From an optimization exercise on the open Yosys and OpenROAD flow, aimed at small area; shortcuts taken in it are not production practice. Function was checked by simulation only, so behaviour that the tests miss may differ from the original. Power figures rest on the tool's default switching activity, not on a simulated workload.

--- flow/flow/run.sh ---
#!/bin/bash
# Layout flow: ORFS with the standard flow's synthesis except for an area-only ABC
# mapping script, and the ports buffered with the smallest buffer.
set -euo pipefail
W=$PWD
export MY_ABC_SCRIPT=$W/flow/abc_min.script
make -C "$FLOW_HOME" DESIGN_CONFIG="$FLOW_CONFIG" WORK_HOME="$W/orfs" CLKGATE_MAP_FILE= ADDER_MAP_FILE= \
  SYNTH_SCRIPT="$W/flow/synth_min.tcl" \
  "BUFFER_PORTS_ARGS=-buffer_cell sky130_fd_sc_hd__buf_1" \
  finish > "$W/make.log" 2>&1
R=$W/orfs/results/$FLOW_PLATFORM/alu_unit/base
: # left out here: write the final layout as DEF
--- flow/flow/abc_min.script ---
strash
&get -n
&st
&dch
&nf -C 32 -F 20 -A 20 -R 1000 -p
&put
topo
--- flow/flow/synth_min.tcl ---
# The standard flow's synthesis (synth_recipe.tcl) with one change: ABC maps with the
# script named by MY_ABC_SCRIPT instead of ORFS's abc_area/abc_speed script.
set fh [open $::env(SCRIPTS_DIR)/synth.tcl r]
set body [read $fh]
close $fh
set from {log_cmd abc {*}$abc_args}
set to "log_cmd abc {*}\[lreplace \$abc_args 1 1 $::env(MY_ABC_SCRIPT)\]"
set mod [string map [list $from $to] $body]
if { $mod eq $body } { error "synth.tcl: abc call not found" }
file mkdir $::env(RESULTS_DIR)
set fo [open $::env(RESULTS_DIR)/synth_min_body.tcl w]
puts $fo $mod
close $fo
proc synth {args} { yosys synth -nofsm -noshare {*}$args }
source $::env(RESULTS_DIR)/synth_min_body.tcl
# left out here: clear keep_hierarchy, flatten, clean up, hide names made inside functions, write 1_2_yosys.v
--- flow/standard.sh ---
#!/bin/bash
# synth_recipe.tcl (not shown) runs the flow's synth.tcl, then flattens the netlist and writes it again
# the make line also repeats each setting of config.mk as NAME=value (left out here)
make -C /OpenROAD-flow-scripts/flow DESIGN_CONFIG=/design/flow/config.mk WORK_HOME=/design/flow/orfs CLKGATE_MAP_FILE= SYNTH_SCRIPT=/design/flow/synth_recipe.tcl "${@:-finish}"
--- flow/config.mk ---
export PLATFORM = sky130hd
export DESIGN_NAME = alu_unit
export DESIGN_NICKNAME = alu_unit
export VERILOG_FILES = /design/flow/design.v
export SDC_FILE = /design/flow/constraint.sdc
export NUM_CORES = 4
export LEC_CHECK = 0
export CAP_MARGIN = 20
export CORE_MARGIN = 2
export CORE_UTILIZATION = 55
export CTS_BUF_LIST = sky130_fd_sc_hd__clkbuf_2 sky130_fd_sc_hd__clkbuf_4 sky130_fd_sc_hd__clkbuf_8
export PLACE_DENSITY = 0.65
export SLEW_MARGIN = 20
--- flow/constraint.sdc ---
create_clock -name core_clock -period 10.0 [get_ports {clk}]
set_input_delay 2.0000 -clock core_clock [delete_from_list [all_inputs] [get_ports {clk}]]
set_output_delay 2.0000 -clock core_clock [all_outputs]
set_load 0.01 [all_outputs]
--- flow/design.v ---
module alu(input [31:0] aluIn1, input [31:0] aluIn2, input [1:0] aluOp,
 input overflow_q, input carry_q, input neg_q, input zero_q, input Npflag_q,
 output overflow, output carry, output neg, output zero, output Npflag, output [31:0] aluOut);
	wire [31:0] A = aluIn1;
	wire [31:0] B = aluIn2;
	wire sub = aluOp[1] & aluOp[0];
	wire shf = aluOp[1] & ~aluOp[0];
	wire xr  = ~aluOp[1] & aluOp[0];
	wire ar  = ~(aluOp[1] ^ aluOp[0]);
	wire [31:0] q = A ^ B;
	wire [31:0] p = q ^ {32{sub}};
	wire [31:0] a = A & {32{ar}};
	localparam K1 = 10, K2 = 21;
	wire [32:0] c;
	wire [K2-K1:0] g;
	assign c[0] = 1'b0;
	assign g[0] = 1'b0;
	genvar i;
	generate for (i = 0; i < 32; i = i + 1) begin : rc
		if (i != K2 - 1)
			assign c[i+1] = p[i] ? c[i] : a[i];
		if (i >= K1 && i < K2)
			assign g[i-K1+1] = p[i] ? g[i-K1] : a[i];
	end endgenerate
	assign c[K2] = (&p[K2-1:K1]) ? c[K1] : g[K2-K1];
	wire [31:0] r = q ^ c[31:0];
	wire [32:0] v0 = {A, 1'b0};
	wire [3:0] s0 = {B[1] & B[0], B[1] & ~B[0], ~B[1] & B[0], ~B[1] & ~B[0]};
	wire [3:0] s1 = {B[3] & B[2], B[3] & ~B[2], ~B[3] & B[2], ~B[3] & ~B[2]};
	wire [32:0] v2 = ({33{s0[0]}} & v0) | ({33{s0[1]}} & {1'b0, v0[32:1]})
	               | ({33{s0[2]}} & {2'b0, v0[32:2]}) | ({33{s0[3]}} & {3'b0, v0[32:3]});
	wire [32:0] v4 = ({33{s1[0]}} & v2) | ({33{s1[1]}} & {4'b0, v2[32:4]})
	               | ({33{s1[2]}} & {8'b0, v2[32:8]}) | ({33{s1[3]}} & {12'b0, v2[32:12]});
	wire big = |B[31:5];
	wire en_lo = shf & ~big & ~B[4];
	wire en_hi = shf & ~big & B[4];
	wire [32:0] sh = ({33{en_lo}} & v4) | ({33{en_hi}} & {16'b0, v4[32:16]});
	wire shc = big ? A[31] : (B[4] ? v4[16] : v4[0]);
	assign aluOut = sh[32:1] | (r & {32{~shf}});
	wire o31 = aluOut[31];
	wire zlow = ~|aluOut[30:0];
	wire z = zlow & ~o31;
	wire alz = ~|A[30:0];
	wire ltu = ~c[32] & ~z;
	wire ov_add = ~q[31] & (A[31] ^ o31);
	wire ov_sub = alz & (A[31] ? (~o31 | zlow) : o31);
	assign neg = xr ? neg_q : o31;
	assign zero = xr ? zero_q : z;
	assign carry = aluOp == 2'b00 ? c[32] : aluOp == 2'b11 ? ltu : aluOp == 2'b10 ? shc : carry_q;
	assign overflow = aluOp == 2'b00 ? ov_add : aluOp == 2'b11 ? ov_sub : aluOp == 2'b10 ? 1'b0 : overflow_q;
	assign Npflag = sub ? ltu : Npflag_q;
endmodule
module alu_unit(input clk, input [31:0] aluIn1, input [31:0] aluIn2, input [1:0] aluOp,
 output reg overflow, output reg carry, output reg neg, output reg zero, output reg Npflag,
 output reg [31:0] aluOut);
	wire overflow_d, carry_d, neg_d, zero_d, Npflag_d;
	wire [31:0] aluOut_d;
	alu alu_i(aluIn1, aluIn2, aluOp, overflow, carry, neg, zero, Npflag,
		overflow_d, carry_d, neg_d, zero_d, Npflag_d, aluOut_d);
	always @(posedge clk) begin
		overflow <= overflow_d;
		carry <= carry_d;
		neg <= neg_d;
		zero <= zero_d;
		Npflag <= Npflag_d;
		aluOut <= aluOut_d;
	end
endmodule
==> results_dict.tcl, run 1 <==
set metrics [dict create \
    status "no timing/DRC/antenna violations" \
    synth_cells 500 \
    pre_cts_ws_ps 845 \
    cap_violations 0 \
    p_per_area_nw_per_um2 138 \
    drc_errors 0 \
    grt_max_degree 36 \
    cp_common_cell "o21ai_0" \
    grt_overflow 0 \
    cts.sinks 37 \
    regArea_um2 791 \
    multi_input_area_um2 2970 \
    area_growth_pct 18.1 \
    dpl.hpwl_um 10200 \
    irDropWorstVdd_uv 54.0 \
    cts_resized 0 \
    die-area_um2 7550 \
    die_x_um 86.9 \
    fmax_mhz 110 \
    path_class "in2reg" \
    drive_gt1_share_pct 4.33 \
    setup_viol 0 \
    cts-root-buf "clkbuf_8" \
    htreeDepth 2 \
    setup_tns_ps 0 \
    first_pass_iters 11 \
    yosysSeqAreaShare_pct 20.9 \
    rows 30 \
    grt_pass1_vias 4190 \
    slew_headroom_pct 46.3 \
    drtIter0Drc 866 \
    min-delay-start "aluOp[0]" \
    async_flop_share_pct 0 \
    yosys_warnings 1 \
    final_cell_mix "107 x nand2_1, 103 x buf_1, 60 x xnor2_1, 52 x a222oi_1" \
    synth_flop_cell "dfxtp_1" \
    cts_setup_buffers 0 \
    cp.arrival_ps 9150 \
    num_vias 4782 \
    min_period_ps 9110 \
    rsz0062_at_grt "no" \
    cts_max_path_buffers 2 \
    diodes 0 \
    finalHoldViolCount 0 \
    gr-usage-all-layers_pct 35.2 \
    synth-seq-cells 37 \
    cp.required_ps 10040 \
    path_clk_slew_ps 80 \
    fillCellCount 631 \
    die_h_um 86.9 \
    leakagePower_nw 1.51 \
    tightest_slew_ps 805 \
    port_buffers 103 \
    slowest_delay_ps 460 \
    syn_nets 567 \
    gp_congestion 0.960 \
    netlist_area_um2 3780 \
    antenna_found_initial 0 \
    numCtsBuffers 5 \
    min_to "neg$_DFFE_PN_" \
    final-max-slew-violation-count 0 \
    layout_setup_ws_ps 894 \
    grt_pass1_wl_um 21200 \
    period_share_pct 91.1 \
    start_kind "primary input" \
    hold_path_depth 2 \
    hold_path_class "in2reg" \
    crit_fanout 22 \
    end_kind "flop" \
    critPathSlowestCell "nand2_2" \
    wire_per_inst_um 19.0 \
    holdWs_ps 2180 \
    initial_core_util_pct 56.3 \
    synth.avg_cell_area_um2 7.56 \
    layout_commonest_cell "nand2_1" \
    coreArea_um2 6720 \
    via_per_inst 6.79 \
    synth_edf_count 5 \
    hold_buffers 0 \
    synth_cell_types 37 \
    ant_nets 0 \
    cts_tree "yes" \
    finalWirelength_um 13400 \
    ios 104 \
    fin_nets 690 \
]
## sequential cells by signal, summed over array words and instances, names as in the netlist
signal / flops
Npflag: 1
aluOut: 32
carry: 1
neg: 1
overflow: 1
zero: 1
## cell usage after synthesis, types with 2 or more instances
master / n / area, um2
a21boi_0: 5 / 37.5
a22oi_1: 5 / 37.5
nand4_1: 5 / 31.3
a21oi_1: 33 / 165
o21ai_0: 27 / 135
nor3_1: 5 / 25.0
xnor2_1: 60 / 526
nand3_1: 13 / 65.1
o221ai_1: 9 / 78.8
nor2b_1: 6 / 37.5
a22o_1: 2 / 17.5
dfxtp_1: 32 / 641
or4_1: 2 / 15.0
a21o_1: 9 / 67.6
mux2i_1: 3 / 30.0
a31oi_1: 6 / 37.5
and2_0: 3 / 18.8
o22ai_1: 17 / 106
and3_1: 2 / 12.5
xor2_1: 33 / 289
nand2_1: 108 / 405
edfxtp_1: 5 / 150
o31ai_1: 2 / 15.0
nor2_1: 16 / 60.1
nand2b_1: 3 / 18.8
nor4_1: 20 / 125
clkinv_1: 8 / 30.0
a222oi_1: 52 / 521
## final cells by class
type                            count  share of cell area (%)
Multi-Input combinational cell    455                    66.6
Sequential cell                    37                    17.7
Timing Repair Buffer              116                    10.8
Clock inverter                      3                   0.392
Tap cell                           80                    2.24
Clock buffer                        5                    1.54
Inverter                            8                   0.672
## critical path, delay by kind of cell
kind	cells	cell delay, ps
AOI/OAI and AO/OA	23	4790
xor gates and xnor gates	1	150
buffers and inverters	1	280
and+or+nand+nor	7	1910
## per-layer routing
| metal | part of all wire [%] | vias up | GRT usage [%] |
|---|---|---|---|
| met5 | 0 | - | 0 |
| met4 | 4.0 | 0 | 15.1 |
| li1 | - | 2223 | - |
| met3 | 9.9 | 45 | 5.88 |
| met2 | 46 | 336 | 56.4 |
| met1 | 40 | 2178 | 46.4 |
## stage by stage
step / instance area [um2] / power, W / utilization, % / instances
after floorplan: 3780 / 0.000402 / - / 500
after global placement: 4380 / 0.000502 / 65.2 / 696
after detailed placement: 4380 / 0.000508 / 65.2 / 696
after CTS: 4470 / 0.000609 / 66.5 / 704
after global routing: 4470 / 0.000652 / 66.5 / 704
final: 4470 / 0.000616 / 66.5 / 704
## worst max-delay path by stage
stage          slack, ps     start              end  cells after the start
5_1_grt              180  aluOp[0]  carry$_DFFE_PP_                     32
6_report             890  aluOp[0]  carry$_DFFE_PP_                     32
3_5_place_dp         840  aluOp[0]  carry$_DFFE_PP_                     32
3_3_place_gp        1170  aluOp[0]  carry$_DFFE_PP_                     32
2_1_floorplan       1690  aluOp[1]  carry$_DFFE_PP_                     31
4_1_cts             1150  aluOp[0]  carry$_DFFE_PP_                     32
## kinds of logic (layout without fill, tap and decap cells)
kind of cell	Yosys count	in the layout	synth area share, %
XOR/XNOR	93	93	21.5
flip-flops	37	37	20.9
multiplexers	4	4	1.09
buffers and inverters	8	132	0.794
AO/OA/AOI/OAI	172	172	33.4
AND/OR/NAND/NOR	186	186	22.2
## report_power, final
group	total [W]	internal (W)	switching, W
clock	0.000103	0.0000481	0.0000553
sequential	0.000195	0.000187	0.00000831
combinational	0.000317	0.000116	0.000201
==> inputs of run 2 (changes only) <==
--- a/flow/design.v
+++ b/flow/design.v
@@ -9,20 +9,12 @@
 	wire ar  = ~(aluOp[1] ^ aluOp[0]);
 	wire [31:0] q = A ^ B;
 	wire [31:0] p = q ^ {32{sub}};
-	wire [31:0] a = A & {32{ar}};
-	localparam K1 = 10, K2 = 21;
 	wire [32:0] c;
-	wire [K2-K1:0] g;
 	assign c[0] = 1'b0;
-	assign g[0] = 1'b0;
 	genvar i;
 	generate for (i = 0; i < 32; i = i + 1) begin : rc
-		if (i != K2 - 1)
-			assign c[i+1] = p[i] ? c[i] : a[i];
-		if (i >= K1 && i < K2)
-			assign g[i-K1+1] = p[i] ? g[i-K1] : a[i];
+		assign c[i+1] = (ar & A[i] & ~p[i]) | (p[i] & c[i]);
 	end endgenerate
-	assign c[K2] = (&p[K2-1:K1]) ? c[K1] : g[K2-K1];
 	wire [31:0] r = q ^ c[31:0];
 	wire [32:0] v0 = {A, 1'b0};
 	wire [3:0] s0 = {B[1] & B[0], B[1] & ~B[0], ~B[1] & B[0], ~B[1] & ~B[0]};
--- a/flow/config.mk
+++ b/flow/config.mk
@@ -8,6 +8,8 @@
 export CAP_MARGIN = 20
 export CORE_MARGIN = 2
 export CORE_UTILIZATION = 55
-export CTS_BUF_LIST = sky130_fd_sc_hd__clkbuf_2 sky130_fd_sc_hd__clkbuf_4 sky130_fd_sc_hd__clkbuf_8
+export CTS_BUF_LIST = sky130_fd_sc_hd__clkbuf_4
+export CTS_CLUSTER_DIAMETER = 100
+export CTS_CLUSTER_SIZE = 20
 export PLACE_DENSITY = 0.65
 export SLEW_MARGIN = 20
==> results_dict.tcl, run 2 <==
set metrics [dict create \
    status "no timing/DRC/antenna violations" \
    initial_core_util_pct 57.2 \
    final-max-slew-violation-count 0 \
    top_layer_used "met4" \
    critPathSlowestCell "a21oi_1" \
    power_w 0.000563 \
    num_vias 4648 \
    met2WireLength_um 5830 \
    cts_setup_buffers 0 \
    async_flop_share_pct 0 \
    wire_per_inst_um 18.5 \
    synth.top_cell.area_share_pct 17.4 \
    cts_tree "yes" \
    synthSimpleGateAreaFrac_pct 24.4 \
    port_buffers 103 \
    drc_errors 0 \
    rsz0062_at_grt "no" \
    crit_fanout 15 \
    holdWs_ps 2060 \
    cts.sinks 37 \
    synth_mux_area_share_pct 0 \
    yosysSeqAreaShare_pct 21.5 \
    ant_nets 0 \
    m1WireLength_um 5200 \
    grt_pass1_vias 4116 \
    first_pass_iters 26 \
    syn_nets 555 \
    met3_wirelength_um 1310 \
    hold_path_depth 2 \
    gp_congestion 0.983 \
    fmax_mhz 108 \
    numCtsBuffers 5 \
    netlist_area_um2 3670 \
    fin_nets 679 \
    irDropWorstVdd_uv 52.3 \
    cp.arrival_ps 9340 \
    top_register "aluOut" \
    hold_path_class "in2reg" \
    cts_max_path_buffers 2 \
    largest_reg_flops 32 \
    ios 104 \
    die_x_um 85.7 \
    die_h_um 85.7 \
    path_clk_slew_ps 110 \
    synth_adder_area_share_pct 0 \
    finalHoldViolCount 0 \
    coreArea_um2 6420 \
    synthXorXnorAreaFrac_pct 22.2 \
    die-area_um2 7350 \
    synth_cells 488 \
    drtIter0Drc 812 \
    pre_cts_ws_ps -411 \
    start_kind "primary input" \
    min-delay-start "aluOp[0]" \
    grt_overflow 0 \
    yosys_warnings 1 \
    synth_edf_count 5 \
    synth_flop_cell "dfxtp_1" \
    synth.most_common_cell "nand2_1" \
    min_period_ps 9230 \
    slowest_delay_ps 270 \
    antenna_found_initial 0 \
    cp_common_cell "a21oi_1" \
    diodes 0 \
    gr-usage-all-layers_pct 34.1 \
    area_growth_pct 17.9 \
    slew_headroom_pct 34.3 \
    cap_violations 0 \
    drive_gt1_share_pct 4.40 \
    cts-root-buf "clkbuf_4" \
    final_cell_mix "115 x nand2_1, 103 x buf_1, 63 x xnor2_1, 51 x a222oi_1, 32 x dfxtp_1" \
    layout_commonest_cell "nand2_1" \
    end_kind "flop" \
    tightest_slew_ps 982 \
    htreeDepth 2 \
    cp.required_ps 10110 \
    setup_tns_ps 0 \
    path_class "in2reg" \
    synth-compound-area-share_pct 31.8 \
    synth-seq-cells 37 \
    rows 29 \
    dpl.hpwl_um 9690 \
    p_per_area_nw_per_um2 130 \
    leakagePower_nw 1.49 \
    grt_pass1_wl_um 20200 \
    crit_start "aluOp[0]" \
    synth.avg_cell_area_um2 7.53 \
    synth_cell_types 36 \
    grt_max_degree 36 \
    layout_setup_ws_ps 768 \
    synth_top_cell_by_area "dfxtp_1" \
    ys_top_cells_by_count "116 x nand2_1, 63 x xnor2_1, 51 x a222oi_1" \
    synth.area.top_cells "dfxtp_1 17%, xnor2_1 15%, a222oi_1 14%, nand2_1 12%, xor2_1 7.2%" \
    synth_top_family_by_area "compound AO/OA/AOI/OAI gates" \
    via_per_inst 6.74 \
    setup_viol 0 \
    period_share_pct 92.3 \
    finalWirelength_um 12800 \
]
[run 2: cell families after synthesis]
kind of cell / after synthesis
simple gates: 201
buf+inv: 1
xor+xnor: 93
flops: 37
compound gates: 156
[run 2: worst max-delay path, delay by kind of cell]
| family | cells | cell delay, ps |
|---|---|---|
| xor+xnor | 1 | 150 |
| simple gates | 10 | 1380 |
| compound gates | 30 | 5440 |
| buf+inv | 2 | 360 |
[run 2: stage by stage]
stage               cell area (um2)  util, %  cells
finish                         4330     67.4    690
global route                   4330     67.4    690
CTS                            4330     67.4    690
detailed placement             4270     66.5    682
global placement               4270     66.5    682
floorplan                      3680        -    488
[run 2: layout make-up]
type | count | area (um2)
multi-input cells | 450 | 2890
fillers | 620 | 2090
well taps | 77 | 96.3
flip-flops and latches | 37 | 791
clock inverters | 3 | 17.5
inverters | 1 | 3.75
repair buffers | 117 | 492
clock buffers | 5 | 37.5
[run 2: final timing paths]
check and to:
max carry$_DFFE_PP_, min zero$_DFFE_PN_
[run 2: routing by layer]
metal  vias up  track usage, %
met4         0            14.0
met2       320            55.3
met5         -               0
met3        38            5.87
met1      2111            45.0
li1       2179               -
[run 2: timing repair]
item,CTS,global route
hold buffers,0,0
gates resized for setup,2,8
setup endpoints to repair,1,5
[run 2: power breakdown]
group          internal [W]   total, W  switching, W
combinational      0.000106   0.000292      0.000186
sequential         0.000184   0.000192    0.00000768
clock             0.0000266  0.0000789     0.0000522
total              0.000317   0.000563      0.000246
==> inputs of run 3 (changes only) <==
==> flow/config.mk (replaced) <==
export PLATFORM = sky130hd
export DESIGN_NAME = alu_unit
export DESIGN_NICKNAME = alu_unit
export VERILOG_FILES = /design/flow/design.v
export SDC_FILE = /design/flow/constraint.sdc
export NUM_CORES = 4
export LEC_CHECK = 0
export CAP_MARGIN = 10
export CORE_MARGIN = 2
export CORE_UTILIZATION = 40
export CTS_BUF_LIST = sky130_fd_sc_hd__clkbuf_4
export CTS_CLUSTER_DIAMETER = 100
export CTS_CLUSTER_SIZE = 20
export PLACE_DENSITY = 0.6
export SLEW_MARGIN = 10
==> results_dict.tcl, run 3 <==
set metrics [dict create \
    synth.avg_cell_area_um2 7.53 \
    final_cell_mix "115 x nand2_1, 103 x buf_1, 63 x xnor2_1, 51 x a222oi_1, 32 x dfxtp_1" \
    min_period_ps 8990 \
    p_sw_share_pct 43.2 \
    power_frac_comb_pct 52.2 \
    synth_flop_cell "dfxtp_1" \
    area_growth_pct 19.1 \
    ios 104 \
    via_per_inst 6.38 \
    cap_violations 0 \
    slowest_delay_ps 260 \
    fin_area_um2 4380 \
    cts_tree "yes" \
    place_area_um2 4310 \
    diodes 0 \
    layout_commonest_cell "nand2_1" \
    cp.required_ps 10090 \
    fin_nets 679 \
    dp_cells 713 \
    netlist_area_um2 3670 \
    synth_top_cell_by_area "dfxtp_1" \
    grt_pass1_wl_um 20800 \
    grt_max_degree 36 \
    cp_common_cell "a21oi_1" \
    end_kind "flop" \
    final-max-slew-violation-count 0 \
    finalNonFillerCells 721 \
    hold_buffers 0 \
    initial_core_util_pct 41.7 \
    path_clk_slew_ps 100 \
    drc_errors 0 \
    num_vias 4600 \
    grt_overflow 0 \
    clock_power_share_pct 13.7 \
    yosys_warnings 1 \
    period_share_pct 89.9 \
    ant_nets 0 \
    die-area_um2 9970 \
    crit_fanout 6 \
    antenna_found_initial 0 \
    drive_gt1_share_pct 4.73 \
    finalHoldViolCount 0 \
    power.internal_w 0.000320 \
    cts-root-buf "clkbuf_4" \
    htreeDepth 2 \
    yosysSeqAreaShare_pct 21.5 \
    rsz0062_at_grt "no" \
    gp_congestion 0.981 \
    tightest_slew_ps 1240 \
    synth_cells 488 \
    fmax_mhz 111 \
    layout_setup_ws_ps 1010 \
    top_register "aluOut" \
    hold_path_class "in2reg" \
    syn_nets 555 \
    wire_per_inst_um 18.3 \
    path_class "in2reg" \
    largest_reg_flops 32 \
    setup_tns_ps 0 \
    cts_max_path_buffers 2 \
    slew_headroom_pct 17.3 \
    synth-seq-cells 37 \
    start_kind "primary input" \
    coreArea_um2 8810 \
    synth.top_cell.area_share_pct 17.4 \
    irDropWorstVdd_uv 40.7 \
    synth_edf_count 5 \
    setup_viol 0 \
    pwr-share-seq_pct 34.1 \
    cp.arrival_ps 9090 \
    leakagePower_nw 1.49 \
    gr-usage-all-layers_pct 25.7 \
    synth_cell_types 36 \
    critPathTopFamily "compound AO/OA/AOI/OAI gates" \
    ys_top_cells_by_count "116 x nand2_1, 63 x xnor2_1, 51 x a222oi_1" \
    die_h_um 99.8 \
    async_flop_share_pct 0 \
    cts.sinks 37 \
    finalWirelength_um 13200 \
    first_pass_iters 11 \
    synth.most_common_cell "nand2_1" \
    port_buffers 103 \
    crit_buf_inv 1 \
    drtIter0Drc 780 \
    rows 34 \
    critPathSlowestCell "o21ai_0" \
    pre_cts_ws_ps -289 \
    p_switching_w 0.000243 \
    status "no timing/DRC/antenna violations" \
    grt_pass1_vias 3970 \
    p_per_area_nw_per_um2 129 \
    cts_setup_buffers 0 \
    numCtsBuffers 5 \
    die_x_um 99.8 \
    dpl.hpwl_um 10100 \
    synth.area.top_cells "dfxtp_1 17%, xnor2_1 15%, a222oi_1 14%, nand2_1 12%, xor2_1 7.2%" \
]
## run 3: cell counts after synthesis
Identical to the previous run, type by type.
## run 3: path summary, 6_finish.rpt
check  cells after the start     start               to  slack, ps
max                       42  aluOp[0]  carry$_DFFE_PP_       1010
min                        2  aluOp[0]   zero$_DFFE_PN_       2100
## run 3: power groups by stage
stage	Combinational [W]	Sequential, W	Clock (W)
2_1_floorplan	0.000164	0.000214	0
3_3_place_gp	0.000284	0.000195	0
3_5_place_dp	0.000286	0.000196	0
4_1_cts	0.000287	0.000192	0.0000787
5_1_grt	0.000321	0.000195	0.0000857
6_report	0.000294	0.000192	0.0000773
## run 3: cells by family (layout without fill, tap and decap cells)
| kind of cell | Yosys count | in the layout | share of synthesized area [%] |
|---|---|---|---|
| simple gates | 201 | 201 | 24.4 |
| compound gates | 156 | 156 | 31.8 |
| xor+xnor | 93 | 93 | 22.2 |
| flops | 37 | 37 | 21.5 |
| buf+inv | 1 | 126 | 0.102 |
## run 3: area by class of cell
cell class / count / area [um2]
flip-flops and latches: 37 / 791
multi-input cells: 450 / 2900
clock inverters: 2 / 10.0
repair buffers: 117 / 492
clock buffers: 6 / 45.0
well taps: 108 / 135
fillers: 915 / 4430
inverters: 1 / 3.75
## run 3: stage by stage
step	hold WS (ps)	utilization, %	total power, W
finish	2100	49.7	0.000563
global route	2120	49.7	0.000602
global placement	2390	49.0	0.000479
floorplan	2150	-	0.000378
detailed placement	2380	49.0	0.000482
CTS	2100	49.6	0.000558
## run 3: timing repair
item                                    CTS  global route
gates resized for setup                   1            13
hold endpoints to repair                  0             0
pin swaps                                 0             1
endpoints found under the setup margin    1             6
cloned                                    0             0
## run 3: metal layers
metal | global-route usage (%) | routed length, um | vias to the layer above
met5 | 0 | 0 | -
met4 | 7.80 | 291 | 0
met3 | 2.65 | 1260 | 26
met2 | 39.9 | 5870 | 279
met1 | 37.6 | 5740 | 2120
li1 | - | - | 2175
==> inputs of run 4 (changes only) <==
==> flow/flow/run.sh (replaced) <==
#!/bin/bash
# Layout flow: ORFS with the standard flow's synthesis except for an area-only ABC
# mapping script, the ports buffered with the smallest buffer, and a clock
# tree built without dummy load cells.
set -euo pipefail
W=$PWD
export MY_ABC_SCRIPT=$W/flow/abc_min.script
make -C "$FLOW_HOME" DESIGN_CONFIG="$FLOW_CONFIG" WORK_HOME="$W/orfs" CLKGATE_MAP_FILE= ADDER_MAP_FILE= \
  SYNTH_SCRIPT="$W/flow/synth_min.tcl" \
  "BUFFER_PORTS_ARGS=-buffer_cell sky130_fd_sc_hd__buf_1" \
  "CTS_ARGS=-sink_clustering_enable -repair_clock_nets -buf_list sky130_fd_sc_hd__clkbuf_4 -dont_use_dummy_load" \
  finish > "$W/make.log" 2>&1
R=$W/orfs/results/$FLOW_PLATFORM/alu_unit/base
: # left out here: write the final layout as DEF
==> flow/config.mk (replaced) <==
export PLATFORM = sky130hd
export DESIGN_NAME = alu_unit
export DESIGN_NICKNAME = alu_unit
export VERILOG_FILES = /design/flow/design.v
export SDC_FILE = /design/flow/constraint.sdc
export NUM_CORES = 4
export LEC_CHECK = 0
export CAP_MARGIN = 20
export CORE_MARGIN = 2
export CORE_UTILIZATION = 40
export PLACE_DENSITY = 0.6
export SLEW_MARGIN = 20
==> results_dict.tcl, run 4 <==
set metrics [dict create \
    status "no timing/DRC/antenna violations" \
    synth_edf_count 5 \
    cts_max_path_buffers 2 \
    cp.required_ps 10080 \
    finalHoldViolCount 0 \
    final-max-slew-violation-count 0 \
    antenna_found_initial 0 \
    ant_nets 0 \
    drc_errors 0 \
    numCtsBuffers 5 \
    diodes 0 \
    grt_overflow 0 \
    crit_fanout 5 \
    top_register "aluOut" \
    async_flop_share_pct 0 \
    htreeDepth 2 \
    clock_power_share_pct 12.0 \
    synth.top_cell.area_share_pct 17.4 \
    area_growth_pct 18.8 \
    slowest_delay_ps 280 \
    drtIter0Drc 716 \
    gr-max-usage-layer "met2" \
    setup_viol 0 \
    power.internal_w 0.000314 \
    critPathSlowestCell "xor2_1" \
    die_h_um 99.8 \
    ys_top_cells_by_count "116 x nand2_1, 63 x xnor2_1, 51 x a222oi_1" \
    synth_cell_types 36 \
    cp_common_cell "a21oi_1" \
    synth_flop_cell "dfxtp_1" \
    gp_congestion 0.981 \
    start_kind "primary input" \
    use_met1_pct 37.5 \
    layout_commonest_cell "nand2_1" \
    slew_headroom_pct 29.9 \
    final_cell_mix "115 x nand2_1, 103 x buf_1, 63 x xnor2_1, 51 x a222oi_1, 32 x dfxtp_1" \
    synth_top_cell_by_area "dfxtp_1" \
    cts.sinks 37 \
    use_met2_pct 40.2 \
    yosys_warnings 1 \
    syn_nets 555 \
    synth-seq-cells 37 \
    synth_cells 488 \
    largest_reg_flops 32 \
    rows 34 \
    min_period_ps 9010 \
    cts_tree "yes" \
    path_class "in2reg" \
    ios 104 \
    cts-root-buf "clkbuf_4" \
    num_vias 4558 \
    power_w 0.000552 \
    via_per_inst 6.35 \
    cap_violations 0 \
    path_clk_slew_ps 100 \
    die_x_um 99.8 \
    p_per_area_nw_per_um2 127 \
    dpl.hpwl_um 10100 \
    leakagePower_nw 1.48 \
    wire_per_inst_um 18.5 \
    setup_tns_ps 0 \
    fin_nets 679 \
    synth.avg_cell_area_um2 7.53 \
    tightest_slew_ps 1050 \
    drive_gt1_share_pct 4.26 \
    grt_pass1_vias 3958 \
    utilization_pct 49.5 \
    hold_path_class "in2reg" \
    power_frac_comb_pct 53.3 \
    yosysSeqAreaShare_pct 21.5 \
    synth.most_common_cell "nand2_1" \
    cp.arrival_ps 9090 \
    irDropWorstVdd_uv 40.8 \
    coreArea_um2 8810 \
    finalWirelength_um 13300 \
    grt_max_degree 36 \
    min-delay-start "aluOp[0]" \
    hold_buffers 0 \
    fillCellCount 916 \
    period_share_pct 90.1 \
    pwr-share-seq_pct 34.7 \
    netlist_area_um2 3670 \
    initial_core_util_pct 41.7 \
    cts_setup_buffers 0 \
    grtUsageMet3_pct 2.92 \
    p_sw_share_pct 43.1 \
    grt_pass1_wl_um 20800 \
    fmax_mhz 111 \
    rsz0062_at_grt "no" \
    die-area_um2 9970 \
    port_buffers 103 \
    end_kind "flop" \
    gr-usage-all-layers_pct 25.7 \
    p_switching_w 0.000238 \
    min_to "overflow$_DFFE_PP_" \
    synth.area.top_cells "dfxtp_1 17%, xnor2_1 15%, a222oi_1 14%, nand2_1 12%, xor2_1 7.2%" \
    hold_path_depth 2 \
    first_pass_iters 12 \
]
-- run 4: cell count changes in the layout (fill, tap and decap cells not counted), sizes merged --
cell	change
clkbuf	-1
clkinv	-2
-- run 4: cell type report --
class	count	area, um2	share of cell area [%]
inverters	1	3.75	0.0860
repair buffers	117	492	11.3
clock buffers	5	37.5	0.860
multi-input cells	450	2900	66.6
flip-flops and latches	37	791	18.1
well taps	108	135	3.10
-- run 4: worst max-delay path, delay by kind of cell --
family / cells / cell delay, ps
simple gates: 6 / 760
compound gates: 31 / 5450
xor+xnor: 3 / 630
buf+inv: 1 / 240
-- run 4: power by group through the flow --
stage                     combinational (W)  sequential (W)   clock, W
after floorplan                    0.000164        0.000214          0
after global placement             0.000284        0.000195          0
after detailed placement           0.000286        0.000196          0
after CTS                          0.000287        0.000192  0.0000677
after global routing               0.000322        0.000195  0.0000747
final                              0.000295        0.000192  0.0000663
-- run 4: cell families after synthesis --
| logic type | share of synthesized area (%) |
|---|---|
| compound gates | 31.8 |
| simple gates | 24.4 |
| xor+xnor | 22.2 |
| flops | 21.5 |
| buf+inv | 0.102 |
-- run 4: what timing repair did --
item,in CTS,in global routing
pin swaps,0,1
gates resized for setup,1,14
endpoints found under the setup margin,1,6
-- run 4: worst max path at each step --
stage	startpoint	endpoint	slack, ps	depth (start not counted)
final	aluIn2[1]	carry$_DFFE_PP_	990	41
after global routing	aluOp[0]	carry$_DFFE_PP_	60	42
after CTS	aluOp[0]	carry$_DFFE_PP_	80	42
after detailed placement	aluOp[0]	carry$_DFFE_PP_	-290	42
after global placement	aluOp[0]	carry$_DFFE_PP_	30	42
after floorplan	aluOp[0]	carry$_DFFE_PP_	240	41
-- run 4: per-layer routing --
metal,up-vias,part of all wire (%)
li1,2172,-
met1,2124,45
met2,240,45
met3,22,8.1
met4,0,1.9
met5,-,0
-- run 4: per-stage QoR --
stage / std cells / instance area, um2 / hold WS (ps) / worst slack, ps
after floorplan: 488 / 3680 / 2150 / 239
after global placement: 713 / 4310 / 2390 / 30.7
after detailed placement: 713 / 4310 / 2380 / -289
after CTS: 718 / 4350 / 2100 / 81.7
after global routing: 718 / 4360 / 2130 / 59.2
final: 718 / 4360 / 2100 / 990
==> inputs of run 5 (changes only) <==
--- a/flow/design.v
+++ b/flow/design.v
@@ -17,17 +17,29 @@
 	end endgenerate
 	wire [31:0] r = q ^ c[31:0];
 	wire [32:0] v0 = {A, 1'b0};
-	wire [3:0] s0 = {B[1] & B[0], B[1] & ~B[0], ~B[1] & B[0], ~B[1] & ~B[0]};
-	wire [3:0] s1 = {B[3] & B[2], B[3] & ~B[2], ~B[3] & B[2], ~B[3] & ~B[2]};
-	wire [32:0] v2 = ({33{s0[0]}} & v0) | ({33{s0[1]}} & {1'b0, v0[32:1]})
-	               | ({33{s0[2]}} & {2'b0, v0[32:2]}) | ({33{s0[3]}} & {3'b0, v0[32:3]});
-	wire [32:0] v4 = ({33{s1[0]}} & v2) | ({33{s1[1]}} & {4'b0, v2[32:4]})
-	               | ({33{s1[2]}} & {8'b0, v2[32:8]}) | ({33{s1[3]}} & {12'b0, v2[32:12]});
 	wire big = |B[31:5];
-	wire en_lo = shf & ~big & ~B[4];
-	wire en_hi = shf & ~big & B[4];
-	wire [32:0] sh = ({33{en_lo}} & v4) | ({33{en_hi}} & {16'b0, v4[32:16]});
-	wire shc = big ? A[31] : (B[4] ? v4[16] : v4[0]);
+	wire en = shf & ~big;
+	wire sel0_0 = ~B[1] & ~B[2];
+	wire sel0_1 = B[1] & ~B[2];
+	wire sel0_2 = ~B[1] & B[2];
+	wire sel0_3 = B[1] & B[2];
+	wire [32:0] w1 = ({33{sel0_0}} & v0)
+		| ({33{sel0_1}} & {2'b0, v0[32:2]})
+		| ({33{sel0_2}} & {4'b0, v0[32:4]})
+		| ({33{sel0_3}} & {6'b0, v0[32:6]});
+	wire sel1_0 = ~B[0];
+	wire sel1_1 = B[0];
+	wire [32:0] w2 = ({33{sel1_0}} & w1)
+		| ({33{sel1_1}} & {1'b0, w1[32:1]});
+	wire sel2_0 = en & ~B[3] & ~B[4];
+	wire sel2_1 = en & B[3] & ~B[4];
+	wire sel2_2 = en & ~B[3] & B[4];
+	wire sel2_3 = en & B[3] & B[4];
+	wire [32:0] sh = ({33{sel2_0}} & w2)
+		| ({33{sel2_1}} & {8'b0, w2[32:8]})
+		| ({33{sel2_2}} & {16'b0, w2[32:16]})
+		| ({33{sel2_3}} & {24'b0, w2[32:24]});
+	wire shc = big ? A[31] : sh[0];
 	assign aluOut = sh[32:1] | (r & {32{~shf}});
 	wire o31 = aluOut[31];
 	wire zlow = ~|aluOut[30:0];
==> flow/flow/run.sh (replaced) <==
#!/bin/bash
# Layout flow: ORFS with the standard flow's synthesis except for an area-only ABC
# mapping script, the ports buffered with the smallest buffer, a clock tree
# built without dummy load cells, and the large buffers (buf_6 and up)
# added to the platform's don't-use list so that repair picks small ones.
set -euo pipefail
W=$PWD
export MY_ABC_SCRIPT=$W/flow/abc_min.script
P=sky130_fd_sc_hd__
DONT_USE="sky130_fd_sc_hd__probe_p_8 sky130_fd_sc_hd__probec_p_8 sky130_fd_sc_hd__lpflow_bleeder_1 sky130_fd_sc_hd__lpflow_clkbufkapwr_1 sky130_fd_sc_hd__lpflow_clkbufkapwr_16 sky130_fd_sc_hd__lpflow_clkbufkapwr_2 sky130_fd_sc_hd__lpflow_clkbufkapwr_4 sky130_fd_sc_hd__lpflow_clkbufkapwr_8 sky130_fd_sc_hd__lpflow_clkinvkapwr_1 sky130_fd_sc_hd__lpflow_clkinvkapwr_16 sky130_fd_sc_hd__lpflow_clkinvkapwr_2 sky130_fd_sc_hd__lpflow_clkinvkapwr_4 sky130_fd_sc_hd__lpflow_clkinvkapwr_8 sky130_fd_sc_hd__lpflow_decapkapwr_12 sky130_fd_sc_hd__lpflow_decapkapwr_3 sky130_fd_sc_hd__lpflow_decapkapwr_4 sky130_fd_sc_hd__lpflow_decapkapwr_6 sky130_fd_sc_hd__lpflow_decapkapwr_8 sky130_fd_sc_hd__lpflow_inputiso0n_1 sky130_fd_sc_hd__lpflow_inputiso0p_1 sky130_fd_sc_hd__lpflow_inputiso1n_1 sky130_fd_sc_hd__lpflow_inputiso1p_1 sky130_fd_sc_hd__lpflow_inputisolatch_1 sky130_fd_sc_hd__lpflow_isobufsrc_1 sky130_fd_sc_hd__lpflow_isobufsrc_16 sky130_fd_sc_hd__lpflow_isobufsrc_2 sky130_fd_sc_hd__lpflow_isobufsrc_4 sky130_fd_sc_hd__lpflow_isobufsrc_8 sky130_fd_sc_hd__lpflow_isobufsrckapwr_16 sky130_fd_sc_hd__lpflow_lsbuf_lh_hl_isowell_tap_1 sky130_fd_sc_hd__lpflow_lsbuf_lh_hl_isowell_tap_2 sky130_fd_sc_hd__lpflow_lsbuf_lh_hl_isowell_tap_4 sky130_fd_sc_hd__lpflow_lsbuf_lh_isowell_4 sky130_fd_sc_hd__lpflow_lsbuf_lh_isowell_tap_1 sky130_fd_sc_hd__lpflow_lsbuf_lh_isowell_tap_2 sky130_fd_sc_hd__lpflow_lsbuf_lh_isowell_tap_4"
DONT_USE="$DONT_USE ${P}buf_6 ${P}buf_8 ${P}buf_12 ${P}buf_16 ${P}bufbuf_8 ${P}bufbuf_16"
make -C "$FLOW_HOME" DESIGN_CONFIG="$FLOW_CONFIG" WORK_HOME="$W/orfs" CLKGATE_MAP_FILE= ADDER_MAP_FILE= \
  SYNTH_SCRIPT="$W/flow/synth_min.tcl" \
  "DONT_USE_CELLS=$DONT_USE" \
  "BUFFER_PORTS_ARGS=-buffer_cell ${P}buf_1" \
  "CTS_ARGS=-sink_clustering_enable -repair_clock_nets -buf_list ${P}clkbuf_4 -dont_use_dummy_load" \
  finish > "$W/make.log" 2>&1
R=$W/orfs/results/$FLOW_PLATFORM/alu_unit/base
: # left out here: write the final layout as DEF
--- a/flow/config.mk
+++ b/flow/config.mk
@@ -9,4 +9,5 @@
 export CORE_MARGIN = 2
 export CORE_UTILIZATION = 40
 export PLACE_DENSITY = 0.6
+export SETUP_SLACK_MARGIN = -0.3
 export SLEW_MARGIN = 20
==> results_dict.tcl, run 5 <==
set metrics [dict create \
    hold_path_class "in2reg" \
    synth_cell_types 39 \
    syn_nets 556 \
    critPathSlowestCell "a221o_1" \
    grt_pass1_wl_um 21100 \
    cp.required_ps 10090 \
    finalHoldViolCount 0 \
    synth_flop_cell "dfxtp_1" \
    cp.arrival_ps 9420 \
    synth_edf_count 5 \
    grt_max_degree 61 \
    grt_pass1_vias 3951 \
    yosys_warnings 1 \
    synth_top_cell_by_area "dfxtp_1" \
    area_growth_pct 17.7 \
    synth.avg_cell_area_um2 7.43 \
    cts-root-buf "clkbuf_4" \
    leakagePower_nw 1.39 \
    synth.most_common_cell "nand2_1" \
    die-area_um2 9860 \
    async_flop_share_pct 0 \
    diodes 0 \
    critPathTopFamily "compound AO/OA/AOI/OAI gates" \
    cts.sinks 37 \
    crit_buf_inv 1 \
    ys_top_cells_by_count "74 x nand2_1, 57 x xnor2_1, 45 x a21oi_1" \
    dpl.hpwl_um 10400 \
    cts_max_path_buffers 2 \
    place_area_um2 4230 \
    initial_core_util_pct 41.5 \
    setup_viol 0 \
    fin_nets 680 \
    cp_common_cell "a21oi_1" \
    p_per_area_nw_per_um2 127 \
    gp_congestion 0.892 \
    fmax_mhz 107 \
    die_h_um 99.3 \
    layout_setup_ws_ps 673 \
    ant_nets 0 \
    die_x_um 99.3 \
    synth_cells 489 \
    first_pass_iters 9 \
    fillCellCount 956 \
    min_period_ps 9330 \
    slowest_delay_ps 280 \
    final-max-slew-violation-count 0 \
    cts_tree "yes" \
    cts_setup_buffers 0 \
    yosysSeqAreaShare_pct 21.8 \
    htreeDepth 2 \
    num_vias 4519 \
    via_per_inst 6.29 \
    cap_violations 0 \
    end_kind "flop" \
    synth-seq-cells 37 \
    grt_overflow 0 \
    port_buffers 103 \
    crit_fanout 5 \
    synth.area.top_cells "dfxtp_1 18%, xnor2_1 14%, a222oi_1 8.5%, xor2_1 8.4%, nand2_1 7.6%" \
    slew_headroom_pct 35.3 \
    power_w 0.000544 \
    gr-usage-all-layers_pct 26.4 \
    drtIter0Drc 670 \
    min-delay-start "aluOp[0]" \
    tightest_slew_ps 971 \
    multi_input_area_um2 2850 \
    irDropWorstVdd_uv 45.9 \
    crit_start "aluIn1[1]" \
    pre_cts_ws_ps -127 \
    largest_reg_flops 32 \
    rows 34 \
    layout_commonest_cell "buf_1" \
    antenna_found_initial 0 \
    numCtsBuffers 5 \
    synth.top_cell.area_share_pct 17.6 \
    drive_gt1_share_pct 2.95 \
    start_kind "primary input" \
    fin_area_um2 4280 \
    status "no timing/DRC/antenna violations" \
    top_register "aluOut" \
    wire_per_inst_um 18.5 \
    period_share_pct 93.3 \
    path_class "in2reg" \
    path_clk_slew_ps 100 \
    ios 104 \
    regArea_um2 791 \
    drc_errors 0 \
    finalWirelength_um 13300 \
    coreArea_um2 8760 \
    netlist_area_um2 3630 \
    final_cell_mix "111 x buf_1, 73 x nand2_1, 57 x xnor2_1, 43 x a21oi_1, 40 x nor2_1" \
]
==> run 5: cell count changes in the layout (fill, tap and decap cells not counted), moves of 13 or more <==
cell | previous run | this run
buf_4 | 14 | 1
nor2_1 | 20 | 40
a222oi_1 | 51 | 31
nand2_1 | 115 | 73
a21oi_1 | 23 | 43
o21ai_0 | 16 | 29
==> run 5: power breakdown <==
group | internal, W | total, W | switching (W) | leakage (nW)
combinational | 0.000102 | 0.000286 | 0.000184 | 1.05
sequential | 0.000185 | 0.000192 | 0.00000735 | 0.321
clock | 0.0000235 | 0.0000659 | 0.0000424 | 0.0230
total | 0.000310 | 0.000544 | 0.000234 | 1.39
==> run 5: layout make-up <==
| cell class | instances | share of cell area, % |
|---|---|---|
| Tap cell | 108 | 3.16 |
| Multi-Input combinational cell | 449 | 66.7 |
| Clock buffer | 5 | 0.877 |
| Sequential cell | 37 | 18.5 |
| Inverter | 3 | 0.263 |
| Timing Repair Buffer | 117 | 10.5 |
==> run 5: worst paths after layout <==
check	end	slack [ps]	cells after the start
max	carry$_DFFE_PP_	670	40
min	overflow$_DFFE_PP_	2090	2
==> run 5: logic make-up after synthesis <==
group | count (synthesis) | synth area share [%]
DFF | 37 | 21.8
AOI/OAI and AO/OA | 169 | 31.4
xor gates and xnor gates | 92 | 22.2
and+or+nand+nor | 183 | 22.9
muxes | 5 | 1.41
buffers and inverters | 3 | 0.310
==> run 5: what timing repair did <==
action                     4_1_cts  5_1_grt
setup endpoints to repair        0        6
hold buffers                     0        0
gates resized for setup          0       10
==> run 5: through the flow <==
step / setup TNS [ps] / utilization, % / hold slack, ps / std cells
global route: -306 / 48.8 / 2120 / 719
finish: 0 / 48.8 / 2090 / 719
CTS: 0 / 48.7 / 2080 / 719
floorplan: -52.0 / - / 2170 / 489
global placement: 0 / 48.2 / 2390 / 714
detailed placement: -127 / 48.2 / 2380 / 714
==> run 5: routing by layer <==
| metal | track usage [%] | vias up | wire length [um] |
|---|---|---|---|
| met2 | 41.1 | 248 | 5920 |
| met3 | 2.67 | 16 | 1110 |
| met5 | 0 | - | 0 |
| met1 | 39.5 | 2105 | 6110 |
| li1 | - | 2150 | - |
| met4 | 5.48 | 0 | 156 |

## static timing again, ports no longer ideal
No port has a modelled driver above. Below, the same layouts with a new extraction and two added sets of constraints.
Step 1 sets driving cells, clkbuf_16 on the clock port and buf_2 on the other inputs (assumed; they add their load-dependent delay and slew).
Step 2 times the ports against the registers' clock, not the clock port: input delays grow and output delays shrink by t, the midpoint of the rising clock arrivals with the driver on.
a / b / c = no drivers / after step 1 / after step 2; a / b = the first two.
run | t (ns) | setup slack, ns | cell pins on the clock port's net
run 1 | 0.321 | 0.894 / 0.902 / 0.581 | 1
run 2 | 0.370 | 0.768 / 0.775 / 0.405 | 1
run 3 | 0.365 | 1.007 / 1.008 / 0.643 | 1
run 4 | 0.354 | 0.990 / 0.996 / 0.642 | 1
run 5 | 0.347 | 0.673 / 0.673 / 0.327 | 1
After both steps every run listed still meets setup and hold. The setup slack of run 3, which loses most, moves by +0.001 ns with the drivers and by -0.364 ns with both steps.
